What follows belongs to an exercise in optimizing a design on an open flow for small area; a production flow would make more cautious choices. Only simulation tests tie the RTL to the original design; equivalence was not proved. The clock port is modelled as an ideal driver; clocking choices that lean on that would not hold on a real chip. Power and IR drop assume default switching activity.

Setup of run 1:
Design part3_core, start of the top module:
module part3_core (CLOCK_50, reset, SW, LEDR, read_ready, write_ready,
                   readdata_left, readdata_right, read, write,
                   writedata_left, writedata_right, rom_address, rom_q);
clock: 10.0 ns
lec_check: 0
cap_margin: 0
core_margin: 2
core_utilization: 60
place_density: 0.72
slew_margin: 0
standard.sh (not shown) runs the stock make flow with config.mk's settings and CLKGATE_MAP_FILE= SYNTH_SCRIPT=/design/flow/synth_recipe.tcl, a recipe that flattens the netlist after the stock synthesis.
==> flow/flow/run.sh <==
#!/bin/bash
# Standard ORFS layout (the standard.sh) with smaller port buffers and a
# clock tree of small buffers without dummy loads; after CTS the leaf buffers
# whose flip-flops see a high clock slew are upsized (flow/post_cts.tcl).
set -euo pipefail
export CLK_SLEW_FIX=0.115
bash standard.sh \
  "BUFFER_PORTS_ARGS=-buffer_cell sky130_fd_sc_hd__buf_1" \
  "CTS_ARGS=-sink_clustering_enable -repair_clock_nets -dont_use_dummy_load -buf_list sky130_fd_sc_hd__clkbuf_4 -sink_clustering_size 14 -sink_clustering_max_diameter 50" \
  "POST_CTS_TCL=$PWD/flow/post_cts.tcl" \
  finish > flow_make.log 2>&1
==> flow/flow/post_cts.tcl <==
# Upsize the clock buffers that drive flip-flop clock pins with a high
# estimated slew, then legalize the placement again.
estimate_parasitics -placement
set thr [expr {[info exists ::env(CLK_SLEW_FIX)] ? $::env(CLK_SLEW_FIX) : 0.100}]
set drivers {}
foreach pin [get_pins -hierarchical */CLK] {
  if {[get_property $pin slew_max] > $thr} {
    set net [get_nets -of_objects $pin]
    foreach d [get_pins -of_objects $net -filter "direction==output"] {
      lappend drivers [get_full_name [get_cells -of_objects $d]]
    }
  }
}
set drivers [lsort -unique $drivers]
puts "clock slew fix: upsizing [llength $drivers] clock buffers"
foreach i $drivers {
  set master [get_property [get_cells $i] ref_name]
  if {$master eq "sky130_fd_sc_hd__clkbuf_4"} {
    replace_cell [get_cells $i] sky130_fd_sc_hd__clkbuf_8
  }
}
detailed_placement
check_placement -verbose
estimate_parasitics -placement
Run 1 did not stop at any stage, and its layout met the timing, DRC and antenna checks.
Here is what was changed in the inputs of run 2 compared with run 1.
diff --git a/flow/flow/run.sh b/flow/flow/run.sh
--- a/flow/flow/run.sh
+++ b/flow/flow/run.sh
@@ -7,5 +7,5 @@
 bash standard.sh \
   "BUFFER_PORTS_ARGS=-buffer_cell sky130_fd_sc_hd__buf_1" \
-  "CTS_ARGS=-sink_clustering_enable -repair_clock_nets -dont_use_dummy_load -buf_list sky130_fd_sc_hd__clkbuf_4 -sink_clustering_size 14 -sink_clustering_max_diameter 50" \
+  "CTS_ARGS=-sink_clustering_enable -repair_clock_nets -dont_use_dummy_load -buf_list sky130_fd_sc_hd__clkbuf_4 -sink_clustering_size 11 -sink_clustering_max_diameter 50" \
   "POST_CTS_TCL=$PWD/flow/post_cts.tcl" \
   finish > flow_make.log 2>&1
==> comparison <==
Going from run 1 to run 2, relative contribution of the clock network to total power shrinks by 1.1 points. Re count of clock-net buffers in the final layout: run 1 was lower than run 2. In the metrics for run 2 and run 1, the one carrying the higher total power is run 1.


## build 30
Another version of the RTL of part3_core (not shown whole).
For scale: about 2,000 cells after synthesis, about 1,300 flip-flops, about 44,000 um^2 of cells after synthesis.
## part3_core
module part3_core (CLOCK_50, reset, SW, LEDR, read_ready, write_ready,
                   readdata_left, readdata_right, read, write,
                   writedata_left, writedata_right, rom_address, rom_q);
	parameter N = 5;
	input logic CLOCK_50;
	input logic reset;                               
	input logic [9:0] SW;
	output logic [9:0] LEDR;
	input logic read_ready, write_ready;
	input logic [23:0] readdata_left, readdata_right;
	output logic read, write;
	output logic [23:0] writedata_left, writedata_right;
	output logic [15:0] rom_address;
	input logic [23:0] rom_q;
	logic w, en;                        
	logic empty, full;                  
	logic [23:0] unfiltered_L, unfiltered_R;
	logic [23:0] filtered_L, filtered_R;
	logic [23-N:0] head_L, head_R;    
	assign w  = read_ready & write_ready;
	assign en = SW[8] & w;
	assign read  = w;
	assign write = w;
	assign LEDR[9] = SW[9];
	assign LEDR[8] = SW[8];
  ...
==> flow/config.mk <==
export PLATFORM = sky130hd
export DESIGN_NAME = part3_core
export DESIGN_NICKNAME = part3_core
export VERILOG_FILES = /design/flow/design.v
export SDC_FILE = /design/flow/constraint.sdc
export NUM_CORES = 4
export LEC_CHECK = 0
export CAP_MARGIN = 0
export CORE_MARGIN = 2
export CORE_UTILIZATION = 50
export PLACE_DENSITY = 0.62
export SLEW_MARGIN = 0
==> flow/constraint.sdc <==
create_clock -name core_clock -period 10.0 [get_ports {CLOCK_50}]
set_input_delay 2.0000 -clock core_clock [delete_from_list [all_inputs] [get_ports {CLOCK_50}]]
set_output_delay 2.0000 -clock core_clock [all_outputs]
set_load 0.01 [all_outputs]
==> flow/flow/run.sh <==
#!/bin/bash
# Standard ORFS layout (the standard.sh) with smaller port buffers and a
# clock tree of small buffers without dummy loads; after CTS the leaf buffers
# whose flip-flops see a high clock slew are upsized (flow/post_cts.tcl).
set -euo pipefail
export CLK_SLEW_FIX=0.115
bash standard.sh \
  "BUFFER_PORTS_ARGS=-buffer_cell sky130_fd_sc_hd__buf_1" \
  "CTS_ARGS=-sink_clustering_enable -repair_clock_nets -dont_use_dummy_load -buf_list sky130_fd_sc_hd__clkbuf_4 -sink_clustering_size 10 -sink_clustering_max_diameter 50" \
  "POST_CTS_TCL=$PWD/flow/post_cts.tcl" \
  finish > flow_make.log 2>&1
Scripts as last shown in full above: flow/flow/post_cts.tcl
Build 30: PASS, flow complete, no timing, DRC or antenna violations
#### Input delta (build 47 over build 30)
==> flow/flow/run.sh <==
#!/bin/bash
# Standard ORFS layout (the standard.sh) with smaller port buffers and a
# clock tree of small buffers without dummy loads; after CTS the leaf buffers
# whose flip-flops see a high clock slew are upsized (flow/post_cts.tcl).
set -euo pipefail
export CLK_SLEW_FIX=0.108
bash standard.sh \
  "BUFFER_PORTS_ARGS=-buffer_cell sky130_fd_sc_hd__buf_1" \
  "CTS_ARGS=-sink_clustering_enable -repair_clock_nets -dont_use_dummy_load -buf_list sky130_fd_sc_hd__clkbuf_4 -sink_clustering_size 11 -sink_clustering_max_diameter 50" \
  "POST_CTS_TCL=$PWD/flow/post_cts.tcl" \
  finish > flow_make.log 2>&1
diff --git a/flow/config.mk b/flow/config.mk
--- a/flow/config.mk
+++ b/flow/config.mk
@@ -8,5 +8,5 @@
 export CAP_MARGIN = 0
 export CORE_MARGIN = 2
-export CORE_UTILIZATION = 50
-export PLACE_DENSITY = 0.62
+export CORE_UTILIZATION = 70
+export PLACE_DENSITY = 0.8
 export SLEW_MARGIN = 0
--- outcome ---
Looking at via count, build 47 sits 146 below build 30.
Relative to build 30, worst hold slack has decreased by 30 ps in build 47.
The number of hold-slack violations in the final timing report on build 47 is in line with that on build 30.
| detailed-route wire length per cell | lower: build 30 |
In build 47, critical path depth is lower than in build 30.
The setup slack of build 47 is smaller than that of build 30.
Final worst-path cycle share (build 47 over build 30): increase, 0.75 points
Total I/O pin count came out exactly the same in build 47 and build 30.
Input changes introduced in build 72 (baseline for comparison: build 47):
==> flow/flow/run.sh <==
#!/bin/bash
# Standard ORFS layout (the standard.sh) with smaller port buffers and a
# clock tree of small buffers without dummy loads; after CTS the leaf buffers
# whose flip-flops see a high clock slew are upsized (flow/post_cts.tcl).
set -euo pipefail
export CLK_SLEW_FIX=0.115
bash standard.sh \
  "BUFFER_PORTS_ARGS=-buffer_cell sky130_fd_sc_hd__buf_1" \
  "CTS_ARGS=-sink_clustering_enable -repair_clock_nets -dont_use_dummy_load -buf_list sky130_fd_sc_hd__clkbuf_4 -sink_clustering_size 10 -sink_clustering_max_diameter 50" \
  "POST_CTS_TCL=$PWD/flow/post_cts.tcl" \
  finish > flow_make.log 2>&1
diff --git a/flow/config.mk b/flow/config.mk
--- a/flow/config.mk
+++ b/flow/config.mk
@@ -8,5 +8,5 @@
 export CAP_MARGIN = 0
 export CORE_MARGIN = 2
-export CORE_UTILIZATION = 70
-export PLACE_DENSITY = 0.8
+export CORE_UTILIZATION = 60
+export PLACE_DENSITY = 0.72
 export SLEW_MARGIN = 0
Notes after the runs:
Final area of build 47 is on par with build 72. | instance count after placement with tap cells included | build 72 vs build 47 | 4.0% higher |. Compared to build 47, build 72 has total of fill cells in the finished design about 50% higher. Between build 72 and build 47, it is build 72 whose total chip power is lower, by 1.6%. The wire length of build 72 is higher than that of build 47. Compared build 47 against build 72; proportion of cell area occupied by registers within noise. Summary: with build 47 as the reference, site row count in build 72 moved up by a little under 10%.
#### Input delta (build 18 over build 72)
==> flow/flow/run.sh <==
#!/bin/bash
# Standard ORFS layout (the standard.sh) with smaller port buffers and a
# clock tree of small buffers without dummy loads; after CTS the leaf buffers
# whose flip-flops see a high clock slew are upsized (flow/post_cts.tcl).
set -euo pipefail
export CLK_SLEW_FIX=0.108
bash standard.sh \
  "BUFFER_PORTS_ARGS=-buffer_cell sky130_fd_sc_hd__buf_1" \
  "CTS_ARGS=-sink_clustering_enable -repair_clock_nets -dont_use_dummy_load -buf_list sky130_fd_sc_hd__clkbuf_4 -sink_clustering_size 11 -sink_clustering_max_diameter 50" \
  "POST_CTS_TCL=$PWD/flow/post_cts.tcl" \
  finish > flow_make.log 2>&1
## What came out
Compared with build 72, internal power in build 18 increased by a few percent. Relative to build 72, build 18 degrades hold slack. As far as total area of multi-input combinational cells goes, build 18 and build 72 are indistinguishable; the numbers are identical. Average wire per standard cell: build 18 vs build 72, no meaningful difference. Build 72 -> build 18: number of nets with antenna violations after routing delta 0, exact match.

==> afterwards: timing with drivers on the ports <==
In the flow no input, the clock included, has a driving cell. The finished layouts below were timed again as built, in two steps.
Step 1: set_driving_cell puts a clkbuf_16 on CLOCK_50 and a buf_2 on each other input, an assumption about the parent block.
Step 2 adds t to the input delays and takes it off the output delays; t is the mean of the earliest and latest rising clock arrival at the registers after step 1. Input paths then give back, and output paths get back, about the clock's delay inside the block.
Slacks: ideal / step 1 / step 2; pairs: ideal / step 1.
run | t (ns) | setup slack, ns | worst setup path after step 2 | clock arrival spread, ns | pins driven straight from the clock port
run 1 | 0.956 | 0.924 / 0.957 / 0.001 | input to register | 0.127 / 0.127 | 1
run 2 | 1.021 | 0.923 / 0.958 / -0.063 | input to register | 0.093 / 0.094 | 1
build 30 | 1.016 | 0.395 / 0.423 / -0.592 | input to register | 0.109 / 0.109 | 1
build 47 | 1.031 | 0.320 / 0.260 / -0.771 | input to register | 0.091 / 0.090 | 1
build 72 | 1.013 | 0.315 / 0.219 / -0.794 | input to register | 0.091 / 0.090 | 1
build 18 | 1.036 | 0.341 / 0.254 / -0.782 | input to register | 0.104 / 0.104 | 1
With both steps, setup timing fails in 5 of these runs, where it was met with ideal ports. The setup slack of build 18, which loses most, moves by -0.087 ns with the drivers and by -1.123 ns with both steps.
